Context: an optimization exercise on an open-source flow, tuned for small area. The choices shown serve that exercise and are no tape-out recipe.
In this exercise RTL edits were held to simulation tests only and were not proved equivalent to the original.
No activity file was given, so power comes from the tool's default toggle rates.

==> flow/design.v <==
`timescale 1ns / 1ps
module stopwatch(
    Clock,  
	Sel,
    Adj,
    Reset,
    Pause,
    seg,
    an
    );
input Clock;
input Sel;  
input Adj;  
input Reset;
input Pause;
output [7:0]seg;
output [3:0]an;
reg [5:0] minute;
reg [5:0] second; 
reg [31:0] counter; 
reg [10:0] times;
reg [3:0] counterforrst;
reg [7:0] Seg;
reg [3:0] Ans;
reg [3:0] num;
localparam TICK = 32'd20000;
wire rst;
wire pause;
wire adj;
wire sel;
wire myreset;
wire mypause;
reg [1:0]arst_ff;
reg [31:0]pause_ff;
reg pause1;
reg flag;
assign myreset=arst_ff[0];
assign mypause=pause_ff[0];
assign pause=Pause;
assign rst=Reset;
assign adj=Adj;
assign sel=Sel;
always @(posedge Clock)begin
    if(rst)
    begin
        counterforrst=4'b0000;
        arst_ff<=2'b11;
    end
    else
    begin
        counterforrst=counterforrst+1;
        if(counterforrst==4'b0000)
            arst_ff<={1'b0, arst_ff[1]};
    end
end
always @(posedge Clock)begin
        if(rst)
            pause_ff<=32'b0000_0000_0000_0000_0000_0000_0000_0000;
        else if(pause)
            pause_ff<=32'b1111_1111_1111_1111_1111_1111_1111_1111;
        else
            pause_ff<={1'b0, pause_ff[31:1]};
    end
always @ (posedge Clock) begin
  if(rst)
  begin
    minute=6'b000000;
    second=6'b000000;
    counter=32'b0000_0000_0000_0000_0000_0000_0000_0000;
    times=11'b000_0000_0000;
    pause1=1;
    flag=0;
    Ans=4'b1111;
    Seg=8'b11111111;
  end
  else
  begin
    if(mypause&&!flag) begin
            flag=1;
            pause1=~pause1;
    end
    else if(!mypause) begin
        flag=0;
    end 
    if(myreset)  
    begin 
    minute=6'b000000;
    second=6'b000000;
    counter=0;
    end 
    if(adj==0)
    begin
    times=times+1;
    counter=counter+1;
    end
    else 
    begin 
    times=times+1;
    counter=counter+2;
    end
    if(counter>=TICK)  
    begin 
    counter=0;
        if(pause1)  
         begin  
            if(sel==0)  
            begin   
                minute=minute+1;
                if(minute==60)
                minute=0;
            end  
            else   
            begin  
                second=second+1;
                if(second==60)
                begin 
                    minute=minute+1;
                    second=0;
                if(minute==60)
                    minute=0;
                end
            end 
        end  
    end  
    if(times==11'b110_0000_0000)
    begin
        Ans=4'b0111;
        num=minute/10;
        if(num==0)
        Seg=8'b00000011;
        else if(num==1)
        Seg=8'b10011111;
        else if (num==2)
        Seg=8'b00100101;
        else if (num==3)
        Seg=8'b00001101;
        else if (num==4)
        Seg=8'b10011001;
        else if (num==5)
        Seg=8'b01001001;
    end 
    else if (times==11'b100_0000_0000)
    begin
        Ans=4'b1011;
        num=minute%10;
        if(num==0)
        Seg=8'b00000011;
        else if(num==1)
        Seg=8'b10011111;
        else if (num==2)
        Seg=8'b00100101;
        else if (num==3)
        Seg=8'b00001101;
        else if (num==4)
        Seg=8'b10011001;
        else if (num==5)
        Seg=8'b01001001;
        else if(num==6)
        Seg=8'b01000001;
        else if(num==7)
        Seg=8'b00011111;
        else if(num==8)
        Seg=8'b00000001;
        else if(num==9)
        Seg=8'b00001001;
    end 
    else if (times==11'b010_0000_0000)
    begin 
        Ans=4'b1101;
        num=second/10;
        if(num==0)
        Seg=8'b00000011;
        else if(num==1)
        Seg=8'b10011111;
        else if (num==2)
        Seg=8'b00100101;
        else if (num==3)
        Seg=8'b00001101;
        else if (num==4)
        Seg=8'b10011001;
        else if (num==5)
        Seg=8'b01001001;
    end 
    else if (times==11'b000_0000_0000)
    begin
        Ans=4'b1110;
        num=second%10;
        if(num==0)
        Seg=8'b00000011;
        else if(num==1)
        Seg=8'b10011111;
        else if (num==2)
        Seg=8'b00100101;
        else if (num==3)
        Seg=8'b00001101;
        else if (num==4)
        Seg=8'b10011001;
        else if (num==5)
        Seg=8'b01001001;
        else if(num==6)
        Seg=8'b01000001;
        else if(num==7)
        Seg=8'b00011111;
        else if(num==8)
        Seg=8'b00000001;
        else if(num==9)
        Seg=8'b00001001;
    end    
  end
end 
 assign an[3:0]=Ans[3:0];
 assign seg[7:0]=Seg[7:0];
 endmodule
==> flow/run.sh <==
#!/bin/bash
# synth_recipe.tcl (not shown) runs the flow's synth.tcl, then flattens the netlist and writes it again
# the make line also repeats each setting of config.mk as NAME=value (left out here)
make -C /OpenROAD-flow-scripts/flow DESIGN_CONFIG=/design/flow/config.mk WORK_HOME=/design/flow/orfs CLKGATE_MAP_FILE= SYNTH_SCRIPT=/design/flow/synth_recipe.tcl finish
==> flow/config.mk <==
export PLATFORM = sky130hd
export DESIGN_NAME = stopwatch
export DESIGN_NICKNAME = stopwatch
export VERILOG_FILES = /design/flow/design.v
export SDC_FILE = /design/flow/constraint.sdc
export NUM_CORES = 4
export LEC_CHECK = 0
export CAP_MARGIN = 20
export CORE_MARGIN = 2
export CORE_UTILIZATION = 40
export SLEW_MARGIN = 20
==> flow/constraint.sdc <==
create_clock -name core_clock -period 10.0 [get_ports {Clock}]
set_input_delay 2.0000 -clock core_clock [delete_from_list [all_inputs] [get_ports {Clock}]]
set_output_delay 2.0000 -clock core_clock [all_outputs]
set_load 0.01 [all_outputs]
==> results.cfg, run 1 <==
[worst_setup_path]
cp_common_cell = ha_1
crit_fanout = 13
slowest_delay_ns = 0.64
cp-end-kind = flop
slowest_stage = clkdlybuf4s50_1
critPathRequiredTime_ns = 10.25
crit_type = in2reg
setup.worst_path.start_class = input port
cp_data_arrival_time_ns = 8.47

[pwr]
power.switching_uw = 214
leakagePower_uw = 0.00267
p_per_area_nw_per_um2 = 122
p_int_uw = 658
p_seq_frac = 0.513
clkPwrFrac = 0.440
p_sw_frac = 0.245
comb_power_share = 0.047
vdd_drop_max_mv = 0.124

[die]
num_rows = 46
core_area_um2 = 15900
die_h_um = 132
io_pins = 17
start_util = 0.410
die_x_um = 132
fp.dieArea_um2 = 17300

[finish]
fill_cells = 1562
antenna_cells = 0
ff_latch_area_um2 = 2120
postLayoutCoreUtil = 0.452
final_nets = 840
final_area_um2 = 7180
drive_above_1_share = 0.0870
final_cell_count_no_fill = 1044
multiInputGateArea_um2 = 4220
area_delta_synth_final_pct = 10.1

[synth]
synth_warnings = 1
synth_area_per_cell_um2 = 8.01
ys.flop_type = dfxtp_1
synth.distinct_cells = 106
ys_seq_area_frac = 0.326
async_flop_share = 0
synth_area_um2 = 6520
synth_cells = 814
ys_ff_latch = 106
synth-edff-count = 0

[sta]
hold_viol = 0
finalCritPeriodShare = 0.823
setup_ws_ns = 1.77
relSlewSlack = 0.562
fin_tns_setup_ns = 0
setup_viol = 0
period_needed_ns = 8.23
slew_violations = 0
fmaxAchievable_mhz = 122
worst_pin_slew_ns = 0.652
grt_setup_unrepaired = false
finClkSkew_ns = 0.00793

[place]
place.gp.congestion = 0.865
portBuffers = 15
dpl_cell_area_um2 = 6850
pre_cts_slack_ns = 1.43
dp_hpwl_um = 10500
dp_cells = 1028

[global_routing]
grt_pass1_wl_um = 24700
grt_util_all_layers = 0.170
grt.overflow.total = 0
first_global_vias = 5116
antenna_found_initial = 0
grt_max_degree = 64

[clocking]
cts_tree = done
cts_root_buf = clkbuf_16
cts_resized = 0
clk_pin_slew_ns = 0.08
cts_made_buffers = 9
clk_latency_ns = 0.35
postCtsSetupBuffers = 0
cts_buffer_depth = 2
cts.sinks = 106
hold_buffers = 0
htree_num_levels = 3

[detailed_routing]
drt_wl_total_um = 14700
drtPass1Iterations = 5
drtIter0Drc = 445
num_vias = 5677
vias_per_cell = 5.44
wl_per_cell_um = 14.1
ant_nets = 0
drc = 0

[run]
cap_violations = 0

[min_path]
min-delay-path-class = reg2reg

[status]
status = finished clean
[worst max-delay path, delay by kind of cell]
family / cells / cell delay (ns)
adder cells (fa/ha/maj): 3 / 0.94
buffers and inverters: 4 / 0.97
AO/OA/AOI/OAI: 11 / 2.48
AND/OR/NAND/NOR: 7 / 1.84
XOR/XNOR: 1 / 0.22
[per-stage QoR]
stage | hold slack [ns] | power [µW]
CTS | 0.441 | 886
global route | 0.455 | 908
global placement | 0.414 | 498
finish | 0.437 | 872
detailed placement | 0.421 | 499
floorplan | 0.411 | 488
[worst paths after layout]
| kind | start | to | slack (ns) | cells past startpoint |
|---|---|---|---|---|
| worst max-delay path | Adj | Seg[1]$_SDFFE_PP1P_ | 1.77 | 26 |
| worst min-delay path | pause_ff[2]$_SDFF_PP0_ | pause_ff[1]$_SDFF_PP0_ | 0.44 | 2 |
| worst max register to register | arst_ff[0]$_SDFFE_PP1N_ | Seg[1]$_SDFFE_PP1P_ | 2.94 | 28 |
| worst min register to register | pause_ff[2]$_SDFF_PP0_ | pause_ff[1]$_SDFF_PP0_ | 0.44 | 2 |
[cell usage after synthesis, drive strengths merged, types with 9 or more instances]
master  instances  area (µm²)
a21oi          33         169
and2           13        81.3
and3           11        68.8
buf            13        80.1
clkbuf         23        86.3
dfxtp         106        2120
ha             12         150
inv            17        63.8
nand2          56         213
nand2b         12        82.6
nand3          38         190
nand4          14         103
nor2          161         609
nor2b          31         194
nor3           21         116
nor4           12         103
o211ai          9        67.6
o21ai          30         154
o32a           10         101
or2            10        62.6
xnor2          27         236
xor2           17         149
[state kept, by name, indices dropped and copies added, names as in the netlist]
signal,flops
Ans,4
Seg,7
arst_ff,2
counter,32
counterforrst,4
flag,1
minute,6
pause1,1
pause_ff,32
second,6
times,11
[final cells by class]
| class | instances | area share |
|---|---|---|
| timing repair buffer | 18 | 0.0227 |
| sequential | 106 | 0.296 |
| inverter | 18 | 0.00941 |
| multi-input combinational | 670 | 0.588 |
| clock inverter | 7 | 0.0150 |
| tap | 216 | 0.0377 |
| clock buffer | 9 | 0.0314 |
[metal layers]
layer | wire [µm] | vias to the layer above | global-route usage
li1 | - | 2923 | -
met1 | 7570 | 2616 | 0.246
met2 | 6260 | 125 | 0.253
met3 | 666 | 13 | 0.0382
met4 | 173 | 0 | 0.0441
met5 | 0 | - | 0
[cell usage in the layout, fill, tap and decap left out, types with 12 or more instances in the layout]
cell type,instances
o21ai_0,27
nor3_1,20
inv_1,16
nor2_1,159
xor2_1,17
conb_1,18
nand4_1,13
nor2b_1,31
clkdlybuf4s50_1,13
xnor2_1,27
nand2_1,55
a21oi_1,32
ha_1,12
nand3_1,38
dfxtp_1,106
[kinds of logic (layout without fill, tap and decap cells)]
kind of cell,after synthesis,count (layout),share of synthesized area
simple gates,410,410,0.320
compound gates,173,173,0.213
flops,106,106,0.326
buf+inv,54,52,0.0359
xor+xnor,44,44,0.0591
mux,13,13,0.0225
fa+ha+maj,12,12,0.0230
other cells,2,18,0.00115
[power by group through the flow]
stage	registers, µW	clock network [µW]	logic (µW)
2_1_floorplan	455	0	32.9
3_3_place_gp	457	0	41.1
3_5_place_dp	457	0	41.4
4_1_cts	447	397	41.6
5_1_grt	449	412	47.1
6_report	447	384	41.1
==> run 2, diff against run 1 <==
==> flow/design.v (replaced) <==
module stopwatch(
    input        Clock,
    input        Sel,
    input        Adj,
    input        Reset,
    input        Pause,
    output [7:0] seg,
    output [3:0] an
    );
reg [14:0] cnt;
reg [10:0] times;
reg        first;
reg [3:0]  s1, m1;
reg [2:0]  s10, m10;
reg [3:0]  dig;
reg [5:0]  pw;
reg        run;
wire stretch = first & (times[9:5] == 5'd0);
wire toggle  = (pw == 6'd33);
wire run_eff = run ^ toggle;
wire [14:0] sum = cnt + {Adj, ~Adj};
wire tick_raw = cnt[14] & cnt[11] & cnt[10] & cnt[9] & cnt[4] & cnt[3]
              & cnt[2] & cnt[1] & (cnt[0] | Adj);
wire adv = tick_raw & run_eff;
always @(posedge Clock) begin
    if (stretch)
        cnt <= {13'd0, Adj, ~Adj};
    else if (tick_raw)
        cnt <= 15'd0;
    else
        cnt <= sum;
end
always @(posedge Clock) begin
    if (Reset) begin
        times <= 11'd0;
        first <= 1'b1;
    end else begin
        times <= times + 11'd1;
        if (times[9])
            first <= 1'b0;
    end
end
always @(posedge Clock) begin
    if (Reset) begin
        pw  <= 6'd0;
        run <= 1'b1;
    end else begin
        if (Pause)
            pw <= (pw == 6'd0) ? 6'd33 : 6'd32;
        else if (pw == 6'd33)
            pw <= 6'd31;
        else if (pw != 6'd0)
            pw <= pw - 6'd1;
        run <= run_eff;
    end
end
wire s1_9  = (s1 == 4'd9);
wire s10_5 = (s10 == 3'd5);
wire m1_9  = (m1 == 4'd9);
wire m10_5 = (m10 == 3'd5);
wire inc_s  = adv & Sel;
wire inc_m  = adv & (~Sel | (s1_9 & s10_5));
reg [3:0] s1_n, m1_n;
reg [2:0] s10_n, m10_n;
always @* begin
    s1_n = s1; s10_n = s10; m1_n = m1; m10_n = m10;
    if (stretch) begin
        s1_n = 4'd0; s10_n = 3'd0; m1_n = 4'd0; m10_n = 3'd0;
    end else begin
        if (inc_s) begin
            s1_n = s1_9 ? 4'd0 : s1 + 4'd1;
            if (s1_9)
                s10_n = s10_5 ? 3'd0 : s10 + 3'd1;
        end
        if (inc_m) begin
            m1_n = m1_9 ? 4'd0 : m1 + 4'd1;
            if (m1_9)
                m10_n = m10_5 ? 3'd0 : m10 + 3'd1;
        end
    end
end
always @(posedge Clock) begin
    s1 <= s1_n; s10 <= s10_n; m1 <= m1_n; m10 <= m10_n;
end
always @(posedge Clock) begin
    if (Reset)
        dig <= 4'hF;
    else if (times[8:0] == 9'h1FF) begin
        case (times[10:9])
            2'b00: dig <= {1'b0, s10_n};
            2'b01: dig <= m1_n;
            2'b10: dig <= {1'b0, m10_n};
            2'b11: dig <= s1_n;
        endcase
    end
end
reg [6:0] pat;
always @* begin
    case (dig)
        4'd0: pat = 7'b0000001;
        4'd1: pat = 7'b1001111;
        4'd2: pat = 7'b0010010;
        4'd3: pat = 7'b0000110;
        4'd4: pat = 7'b1001100;
        4'd5: pat = 7'b0100100;
        4'd6: pat = 7'b0100000;
        4'd7: pat = 7'b0001111;
        4'd8: pat = 7'b0000000;
        4'd9: pat = 7'b0000100;
        default: pat = 7'b1111111;
    endcase
end
assign seg = {pat, 1'b1};
assign an  = {~(times[10] & times[9]), ~times[10] | times[9],
              times[10] | ~times[9], times[10] | times[9] | first};
endmodule
==> results.cfg, run 2 <==
[synth]
synth-edff-count = 0
synth_common_cells = dfxtp_1 (59), nor2_1 (30), nand2_1 (28), a21oi_1 (21), o21ai_0 (18)
synth_cells = 364
synth.most_common_cell = dfxtp_1
synth_top_area_frac = 0.375
synth_warnings = 1
synth_area_per_cell_um2 = 8.66
async_flop_share = 0
ys.flop_type = dfxtp_1
ys_top_cells_by_area = dfxtp_1 (37%), ha_1 (5.6%), nor2_1 (3.6%), a21oi_1 (3.3%), nand2_1 (3.3%)
synth.distinct_cells = 61
synth_area_um2 = 3150
ys_seq_area_frac = 0.375
yosys.area.top_type = dfxtp_1
ys_ff_latch = 59

[sta]
period_needed_ns = 5.19
finClkSkew_ns = 0.00861
grt_setup_unrepaired = false
hold_viol = 0
setup_viol = 0
fin_tns_setup_ns = 0
fmaxAchievable_mhz = 193
slew_violations = 0
finalCritPeriodShare = 0.519
setup_ws_ns = 4.81
worst_pin_slew_ns = 0.722
relSlewSlack = 0.517

[clocking]
cts_root_buf = clkbuf_8
hold_buffers = 0
cts_made_buffers = 9
postCtsSetupBuffers = 0
cts_tree = done
cts.sinks = 59
cts_resized = 0
cts_buffer_depth = 2
clk_pin_slew_ns = 0.07
htree_num_levels = 3
clk_latency_ns = 0.34

[detailed_routing]
ant_nets = 0
dr_wl_met2_um = 3030
drc = 0
met3WireLength_um = 192
top_layer = met4
wl_per_cell_um = 13.5
drtIter0Drc = 120
drt-met1-wl_um = 3230
drt_wl_total_um = 6520
vias_per_cell = 5.28
num_vias = 2546
drtPass1Iterations = 4

[finish]
top_register = cnt
postLayoutCoreUtil = 0.470
final_cell_mix = dfxtp_1 (59), nor2_1 (30), nand2_1 (28)
largest_reg_flops = 15
area_delta_synth_final_pct = 14.5
drive_above_1_share = 0.0763
final_nets = 395
fill_cells = 772
final_common_cell = dfxtp_1
antenna_cells = 0

[min_path]
min-delay-path-class = reg2reg

[global_routing]
grt_util_all_layers = 0.165
grt_max_degree = 19
grt_pass1_wl_um = 11200
first_global_vias = 2403
antenna_found_initial = 0
grt.overflow.total = 0

[die]
core_area_um2 = 7690
num_rows = 32
start_util = 0.410
die_x_um = 92.8
fp.dieArea_um2 = 8610
io_pins = 17
die_h_um = 92.8

[worst_setup_path]
crit_type = in2reg
cp-end-kind = flop
crit_fanout = 6
critPathRequiredTime_ns = 10.22
cp_data_arrival_time_ns = 5.41
setup.worst_path.start_class = input port

[pwr]
leakagePower_uw = 0.00127
p_per_area_nw_per_um2 = 168
vdd_drop_max_mv = 0.106

[place]
place.gp.congestion = 0.788
portBuffers = 15
dp_hpwl_um = 4780
pre_cts_slack_ns = 4.43

[status]
status = finished clean

[run]
cap_violations = 0
-- run 2: worst max-delay path: stages --
cell and delay (ns):
clkdlybuf4s50_1 0.56, inv_1 0.10, ha_1 0.21, and3b_1 0.32
nand4_1 0.16, a2111oi_1 0.57, mux2i_1 0.35, a2111oi_4 0.09
a211oi_2 0.29, inv_1 0.16, ha_1 0.34, nor3_1 0.18
nor3_1 0.07
-- run 2: final cells by class --
class | instances | area [µm²] | share of cell area
clock buffer | 10 | 138 | 0.0381
clock inverter | 6 | 113 | 0.0312
inverter | 15 | 56.3 | 0.0156
multi-input combinational | 275 | 1840 | 0.511
sequential | 59 | 1180 | 0.327
tap | 102 | 128 | 0.0354
timing repair buffer | 15 | 150 | 0.0416
-- run 2: logic make-up after synthesis --
| kind of cell | share of synthesized area |
|---|---|
| AND/OR/NAND/NOR | 0.261 |
| AO/OA/AOI/OAI | 0.177 |
| flip-flops | 0.375 |
| buffers and inverters | 0.0401 |
| XOR/XNOR | 0.0611 |
| adder cells (fa/ha/maj) | 0.0619 |
| multiplexers | 0.0230 |
| other | 0.00119 |
-- run 2: worst paths after layout --
check,startpoint,slack (ns),endpoint,cells after the start
hold reg to reg,times[0]$_SDFF_PP0_,0.46,times[0]$_SDFF_PP0_,1
setup reg to reg,pw[1]$_SDFFE_PP0P_,6.40,pat[3]$_DFF_P_,12
setup / recovery,Adj,4.81,pat[3]$_DFF_P_,13
hold / removal,times[0]$_SDFF_PP0_,0.46,times[0]$_SDFF_PP0_,1
-- run 2: routing by layer --
| layer | global-route usage | vias to the layer above |
|---|---|---|
| met5 | 0 | - |
| met2 | 0.261 | 26 |
| met1 | 0.213 | 1187 |
| met3 | 0.0472 | 5 |
| met4 | 0.0588 | 0 |
| li1 | - | 1328 |
-- run 2: where the power goes --
part | switching (µW) | total (µW) | internal [µW]
Clock | 97.5 | 270 | 173
Sequential | 11.1 | 256 | 245
Combinational | 48.8 | 82.2 | 33.4
-- run 2: stage by stage --
step / total power, µW / instance area, µm² / instances / hold WS [ns]
2_1_floorplan: 326 / 3150 / 364 / 0.418
3_3_place_gp: 340 / 3360 / 466 / 0.431
3_5_place_dp: 343 / 3360 / 466 / 0.445
4_1_cts: 616 / 3610 / 482 / 0.458
5_1_grt: 642 / 3610 / 482 / 0.486
6_report: 608 / 3610 / 482 / 0.456
==> run 3, diff against run 2 <==
--- a/flow/design.v
+++ b/flow/design.v
@@ -94,22 +94,15 @@
         endcase
     end
 end
-reg [6:0] pat;
-always @* begin
-    case (dig)
-        4'd0: pat = 7'b0000001;
-        4'd1: pat = 7'b1001111;
-        4'd2: pat = 7'b0010010;
-        4'd3: pat = 7'b0000110;
-        4'd4: pat = 7'b1001100;
-        4'd5: pat = 7'b0100100;
-        4'd6: pat = 7'b0100000;
-        4'd7: pat = 7'b0001111;
-        4'd8: pat = 7'b0000000;
-        4'd9: pat = 7'b0000100;
-        default: pat = 7'b1111111;
-    endcase
-end
+wire d3 = dig[3], d2 = dig[2], d1 = dig[1], d0 = dig[0];
+wire [6:0] pat;
+assign pat[6] = (~d3 & ~d2 & ~d1 & d0) | (d3 & d2) | (d2 & ~d1 & ~d0);
+assign pat[5] = (d3 & d2) | (d2 & ~d1 & d0) | (d2 & d1 & ~d0);
+assign pat[4] = (d3 & d2) | (~d2 & d1 & ~d0);
+assign pat[3] = (~d3 & ~d2 & ~d1 & d0) | (d2 & ~d1 & ~d0) | (d2 & d1 & d0);
+assign pat[2] = (d2 & ~d1) | d0;
+assign pat[1] = (~d3 & ~d2 & d0) | (~d2 & d1) | (d1 & d0);
+assign pat[0] = (~d3 & ~d2 & ~d1) | (d2 & d1 & d0);
 assign seg = {pat, 1'b1};
 assign an  = {~(times[10] & times[9]), ~times[10] | times[9],
               times[10] | ~times[9], times[10] | times[9] | first};
==> results.cfg, run 3 <==
[synth]
ys_ff_latch = 52
synth_cells = 322
async_flop_share = 0
synth_common_cells = dfxtp_1 (52), nor2_1 (39), nand2_1 (23), nand3_1 (22)
synth.distinct_cells = 55
yosys.area.top_type = dfxtp_1
ys_seq_area_frac = 0.375
ys.flop_type = dfxtp_1
synth_area_per_cell_um2 = 8.62
synth-edff-count = 0
ys_top_cells_by_area = dfxtp_1 (38%), nor2_1 (5.3%), nand3_1 (4.0%), xnor2_1 (3.8%), xor2_1 (3.8%)
synth.most_common_cell = dfxtp_1
synth_warnings = 1
synth_area_um2 = 2780
synth_top_area_frac = 0.375

[clocking]
cts_tree = done
cts_resized = 0
postCtsSetupBuffers = 0
cts_buffer_depth = 2
cts_made_buffers = 5
clk_pin_slew_ns = 0.10
clk_latency_ns = 0.30
hold_buffers = 0
cts.sinks = 52
htree_num_levels = 2
cts_root_buf = clkbuf_8

[detailed_routing]
wl_per_cell_um = 12.9
drtPass1Iterations = 4
drtIter0Drc = 97
vias_per_cell = 5.29
ant_nets = 0
drc = 0
drt_wl_total_um = 5330
num_vias = 2184

[worst_setup_path]
crit_fanout = 5
r2r-end = dig[3]$_SDFFE_PP1N_
cp-end-kind = flop
cp_data_arrival_time_ns = 4.73
crit_type = in2reg
path_cells = clkdlybuf4s50_1 > inv_1 > ha_1 > and4b_1 > nand4_1 > a211oi_4 > a21boi_1 > or3_1 > a221o_1
setup.worst_path.start_class = input port
cp-endpoint = dig[3]$_SDFFE_PP1N_
cp-startpoint = Adj
ff2ff_setup_slack_ns = 7.48
slowest_delay_ns = 0.56
r2r_start = cnt[0]$_DFF_P_
slowest_stage = clkdlybuf4s50_1
r2r.worst_path.cells = 8
critPathRequiredTime_ns = 10.20
crit_cells = 9
critPathTopFamily = simple AND/OR/NAND/NOR gates
path_buf_inv = 2

[global_routing]
grt.overflow.total = 0
grt_max_degree = 19
antenna_found_initial = 0
first_global_vias = 2121
grt_pass1_wl_um = 9460
grt_util_all_layers = 0.152

[sta]
fin_tns_setup_ns = 0
relSlewSlack = 0.563
setup_viol = 0
finalCritPeriodShare = 0.453
finClkSkew_ns = 0.00958
worst_pin_slew_ns = 0.654
grt_setup_unrepaired = false
fmaxAchievable_mhz = 221
period_needed_ns = 4.53
slew_violations = 0
hold_viol = 0

[place]
dp_hpwl_um = 3900
dpl_cell_area_um2 = 2980
portBuffers = 15
place.gp.congestion = 0.800

[finish]
antenna_cells = 0
multiInputGateArea_um2 = 1630
final_nets = 346
largest_reg_flops = 15
top_register = cnt
area_delta_synth_final_pct = 11.2
fill_cells = 662
final_cell_mix = dfxtp_1 (52), nor2_1 (39), nand2_1 (23)
drive_above_1_share = 0.0691
final_common_cell = dfxtp_1
ff_latch_area_um2 = 1040
final_area_um2 = 3090

[die]
core_area_um2 = 6760
die_h_um = 87.3
fp.dieArea_um2 = 7620
die_x_um = 87.3
start_util = 0.411
num_rows = 30
io_pins = 17

[min_path]
min-delay-path-class = reg2reg
hold_path_depth = 1

[run]
cap_violations = 0

[pwr]
p_per_area_nw_per_um2 = 147
vdd_drop_max_mv = 0.0460
leakagePower_uw = 0.00102

[status]
status = finished clean
run 3: cells by family after synthesis:
logic type | after synthesis | synth area share
flops | 52 | 0.375
fa+ha+maj | 9 | 0.0433
xor+xnor | 24 | 0.0757
mux | 10 | 0.0379
other cells | 1 | 0.00135
buf+inv | 24 | 0.0370
compound gates | 59 | 0.166
simple gates | 143 | 0.264
run 3: layout make-up:
cell class,count,share of cell area
multi-input combinational,246,0.529
clock inverter,3,0.0138
inverter,10,0.0122
sequential,52,0.337
timing repair buffer,17,0.0535
clock buffer,5,0.0223
tap,80,0.0324
run 3: per-stage QoR:
step / utilization / hold slack [ns] / worst slack [ns] / total power (µW) / cells
after floorplan: - / 0.418 / 6.01 / 296 / 322
after global placement: 0.440 / 0.431 / 5.27 / 311 / 405
after detailed placement: 0.440 / 0.438 / 5.15 / 313 / 405
after CTS: 0.457 / 0.453 / 5.48 / 459 / 413
after global routing: 0.457 / 0.510 / 5.29 / 478 / 413
final: 0.457 / 0.450 / 5.47 / 452 / 413
run 3: metal layers:
metal	up-vias	global-route usage	part of all wire
li1	1147	-	-
met1	1011	0.200	0.50
met2	24	0.250	0.47
met3	2	0.0303	0.029
met4	0	0.0462	0.0043
met5	-	0	0
run 3: worst min-delay path by stage:
stage                        startpoint                   to  slack [ns]
floorplan           times[0]$_SDFF_PP0_  times[0]$_SDFF_PP0_        0.42
global placement    times[0]$_SDFF_PP0_  times[0]$_SDFF_PP0_        0.43
detailed placement  times[0]$_SDFF_PP0_  times[0]$_SDFF_PP0_        0.44
CTS                 times[0]$_SDFF_PP0_  times[0]$_SDFF_PP0_        0.45
global route        times[0]$_SDFF_PP0_  times[0]$_SDFF_PP0_        0.51
finish              times[0]$_SDFF_PP0_  times[0]$_SDFF_PP0_        0.45
run 3: power by group:
part / internal, µW / switching (µW)
Clock: 74.1 / 69.9
Sequential: 217 / 10.5
Combinational: 36.1 / 45.1
Total: 327 / 125
==> run 4, diff against run 3 <==
--- a/flow/design.v
+++ b/flow/design.v
@@ -18,7 +18,26 @@
 wire stretch = first & (times[9:5] == 5'd0);
 wire toggle  = (pw == 6'd33);
 wire run_eff = run ^ toggle;
-wire [14:0] sum = cnt + {Adj, ~Adj};
+reg [14:0] sum;
+reg [15:0] pc;
+integer k;
+always @* begin
+    sum[0] = cnt[0] ^ ~Adj;
+    pc[1]  = Adj | cnt[0];
+    for (k = 1; k < 15; k = k + 1) begin
+        sum[k]  = cnt[k] ^ pc[k];
+        pc[k+1] = cnt[k] & pc[k];
+    end
+end
+reg [10:0] tn;
+reg [11:0] tc;
+always @* begin
+    tc[0] = 1'b1;
+    for (k = 0; k < 11; k = k + 1) begin
+        tn[k]   = times[k] ^ tc[k];
+        tc[k+1] = times[k] & tc[k];
+    end
+end
 wire tick_raw = cnt[14] & cnt[11] & cnt[10] & cnt[9] & cnt[4] & cnt[3]
               & cnt[2] & cnt[1] & (cnt[0] | Adj);
 wire adv = tick_raw & run_eff;
@@ -35,7 +54,7 @@
         times <= 11'd0;
         first <= 1'b1;
     end else begin
-        times <= times + 11'd1;
+        times <= tn;
         if (times[9])
             first <= 1'b0;
     end
==> results.cfg, run 4 <==
[detailed_routing]
vias_per_cell = 5.27
top_layer = met4
num_vias = 1996
met3WireLength_um = 108
drt_wl_total_um = 4900
wl_per_cell_um = 12.9
drt-met1-wl_um = 2520
drc = 0
dr_wl_met2_um = 2190
drtPass1Iterations = 4
ant_nets = 0
drtIter0Drc = 74

[sta]
grt_setup_unrepaired = false
finClkSkew_ns = 0.0155
fmaxAchievable_mhz = 198
fin_tns_setup_ns = 0
finalCritPeriodShare = 0.506
worst_pin_slew_ns = 0.760
period_needed_ns = 5.06
setup_viol = 0
relSlewSlack = 0.491
hold_viol = 0
slew_violations = 0

[clocking]
clk_latency_ns = 0.31
cts_made_buffers = 5
cts_tree = done
htree_num_levels = 2
cts.sinks = 52
postCtsSetupBuffers = 0
hold_buffers = 0
cts_buffer_depth = 2
clk_pin_slew_ns = 0.10
cts_root_buf = clkbuf_8
cts_resized = 0

[global_routing]
first_global_vias = 1879
grt_util_all_layers = 0.145
grt.overflow.total = 0
antenna_found_initial = 0
grt_pass1_wl_um = 8670
grt_max_degree = 20

[finish]
drive_above_1_share = 0.0762
antenna_cells = 0
area_delta_synth_final_pct = 10.5
largest_reg_flops = 15
final_cell_mix = dfxtp_1 (52), ha_1 (26), nor2_1 (21)
final_common_cell = dfxtp_1
top_register = cnt
final_nets = 332
fill_cells = 629
final_area_um2 = 2950

[status]
status = finished clean

[synth]
synth_warnings = 1
synth.most_common_cell = dfxtp_1
synth_area_um2 = 2670
ys_ff_latch = 52
async_flop_share = 0
synth_common_cells = dfxtp_1 (52), ha_1 (26), nor2_1 (21)
yosys.area.top_type = dfxtp_1
ys_top_cells_by_area = dfxtp_1 (39%), ha_1 (12%), and2_1 (4.0%), a21oi_1 (3.2%), mux2i_1 (3.0%)
ys.flop_type = dfxtp_1
synth_cells = 291
synth_top_area_frac = 0.390
synth_area_per_cell_um2 = 9.17
synth-edff-count = 0
ys_seq_area_frac = 0.390
synth.distinct_cells = 53

[worst_setup_path]
slowest_stage = clkdlybuf4s50_1
cp-end-kind = flop
path_cells = clkdlybuf4s50_1 > inv_1 > ha_1 > inv_1 > ha_1 > ha_1 > ha_1 > ha_1 > ha_1 > ha_1 > ha_1 > ha_1 > ha_1 > ha_1 > ha_1 > ha_1 > ha_1 > xnor2_1 > nor3_1
slowest_delay_ns = 0.42
cp-startpoint = Adj
cp_data_arrival_time_ns = 5.24
critPathRequiredTime_ns = 10.18
setup.worst_path.start_class = input port
crit_type = in2reg
r2r_start = cnt[0]$_DFF_P_
r2r.worst_path.cells = 18
crit_fanout = 2
cp_common_cell = ha_1

[pwr]
comb_power_share = 0.186
vdd_drop_max_mv = 0.0770
leakagePower_uw = 0.00122
p_sw_frac = 0.297
power.switching_uw = 128
p_seq_frac = 0.525
p_int_uw = 301
clkPwrFrac = 0.289
p_per_area_nw_per_um2 = 145

[run]
cap_violations = 0

[die]
num_rows = 29
start_util = 0.418
die_h_um = 85.7
core_area_um2 = 6390
die_x_um = 85.7
fp.dieArea_um2 = 7340
io_pins = 17

[min_path]
hp-start = times[0]$_SDFF_PP0_
min-delay-path-class = reg2reg
hold_path_depth = 1

[place]
portBuffers = 15
dp_hpwl_um = 3620
dpl_cell_area_um2 = 2860
place.gp.congestion = 0.799
[run 4: area by class of cell]
| class | count | area (µm²) | share of cell area |
|---|---|---|---|
| clock buffer | 5 | 68.8 | 0.0233 |
| clock inverter | 3 | 21.3 | 0.00721 |
| inverter | 13 | 48.8 | 0.0165 |
| multi-input combinational | 213 | 1520 | 0.514 |
| sequential | 52 | 1040 | 0.353 |
| tap | 77 | 96.3 | 0.0327 |
| timing repair buffer | 16 | 158 | 0.0535 |
[run 4: cell families after synthesis]
family                   Yosys count  share of synthesized area
AND/OR/NAND/NOR                  109                      0.220
AO/OA/AOI/OAI                     59                      0.158
flip-flops                        52                      0.390
adder cells (fa/ha/maj)           26                      0.122
buffers and inverters             26                     0.0422
multiplexers                      10                     0.0394
XOR/XNOR                           8                     0.0263
other                              1                    0.00141
[run 4: per-layer routing]
| layer | up-vias | track usage |
|---|---|---|
| li1 | 1056 | - |
| met1 | 915 | 0.197 |
| met2 | 19 | 0.224 |
| met3 | 6 | 0.0385 |
| met4 | 0 | 0.0505 |
| met5 | - | 0 |
[run 4: power by group through the flow]
stage	combinational [µW]	sequential, µW	clock [µW]
floorplan	67.9	228	0
global placement	79.5	230	0
detailed placement	79.5	230	0
CTS	80.4	225	128
global route	92.7	227	137
finish	79.8	225	124
[run 4: stage by stage]
stage / utilization / std cells / power (µW) / setup slack [ns] / hold slack (ns)
global placement: 0.448 / 371 / 309 / 4.69 / 0.410
detailed placement: 0.448 / 371 / 309 / 4.60 / 0.419
finish: 0.462 / 379 / 429 / 4.94 / 0.426
floorplan: - / 291 / 296 / 5.22 / 0.397
CTS: 0.462 / 379 / 434 / 4.92 / 0.434
global route: 0.462 / 379 / 457 / 4.74 / 0.460
[run 4: path summary, 6_finish.rpt]
check / endpoint / slack, ns
hold / removal: times[0]$_SDFF_PP0_ / 0.43
setup / recovery: cnt[14]$_SDFF_PP0_ / 4.94
setup reg to reg: cnt[14]$_SDFF_PP0_ / 6.78
hold reg to reg: times[0]$_SDFF_PP0_ / 0.43
[run 4: worst max-delay path: cells and delay by family]
kind,cells,cell delay [ns]
AND/OR/NAND/NOR,1,0.06
buffers and inverters,3,0.53
adder cells (fa/ha/maj),14,2.48
XOR/XNOR,1,0.16

afterwards: timing with drivers on the ports:
No port has a modelled driver above. Below, the same layouts with a new extraction and two added sets of constraints. Step 1 assumes that a clkbuf_16 drives the clock port and a buf_2 every other input. Step 2, shift: input delay + t, output delay - t, t = (earliest + latest rising clock arrival at the registers) / 2. This alone moves slack from input paths to output paths. Three values: ideal, step 1, step 2; two values: the first two.
| run | t, ns | setup WS [ns] | hold slack, ns | pins driven straight from the clock port |
|---|---|---|---|---|
| run 1 | 0.396 | 1.775 / 1.800 / 1.404 | 0.437 / 0.437 / 0.437 | 1 |
| run 2 | 0.363 | 4.806 / 4.810 / 4.447 | 0.456 / 0.456 / 0.456 | 1 |
| run 3 | 0.325 | 5.474 / 5.476 / 5.151 | 0.450 / 0.450 / 0.450 | 1 |
| run 4 | 0.333 | 4.939 / 4.948 / 4.615 | 0.426 / 0.426 / 0.426 | 1 |
After both steps setup and hold are still met in every run listed. For run 1, which loses most, drivers alone change the setup slack by +0.025 ns; drivers and shift together by -0.371 ns.
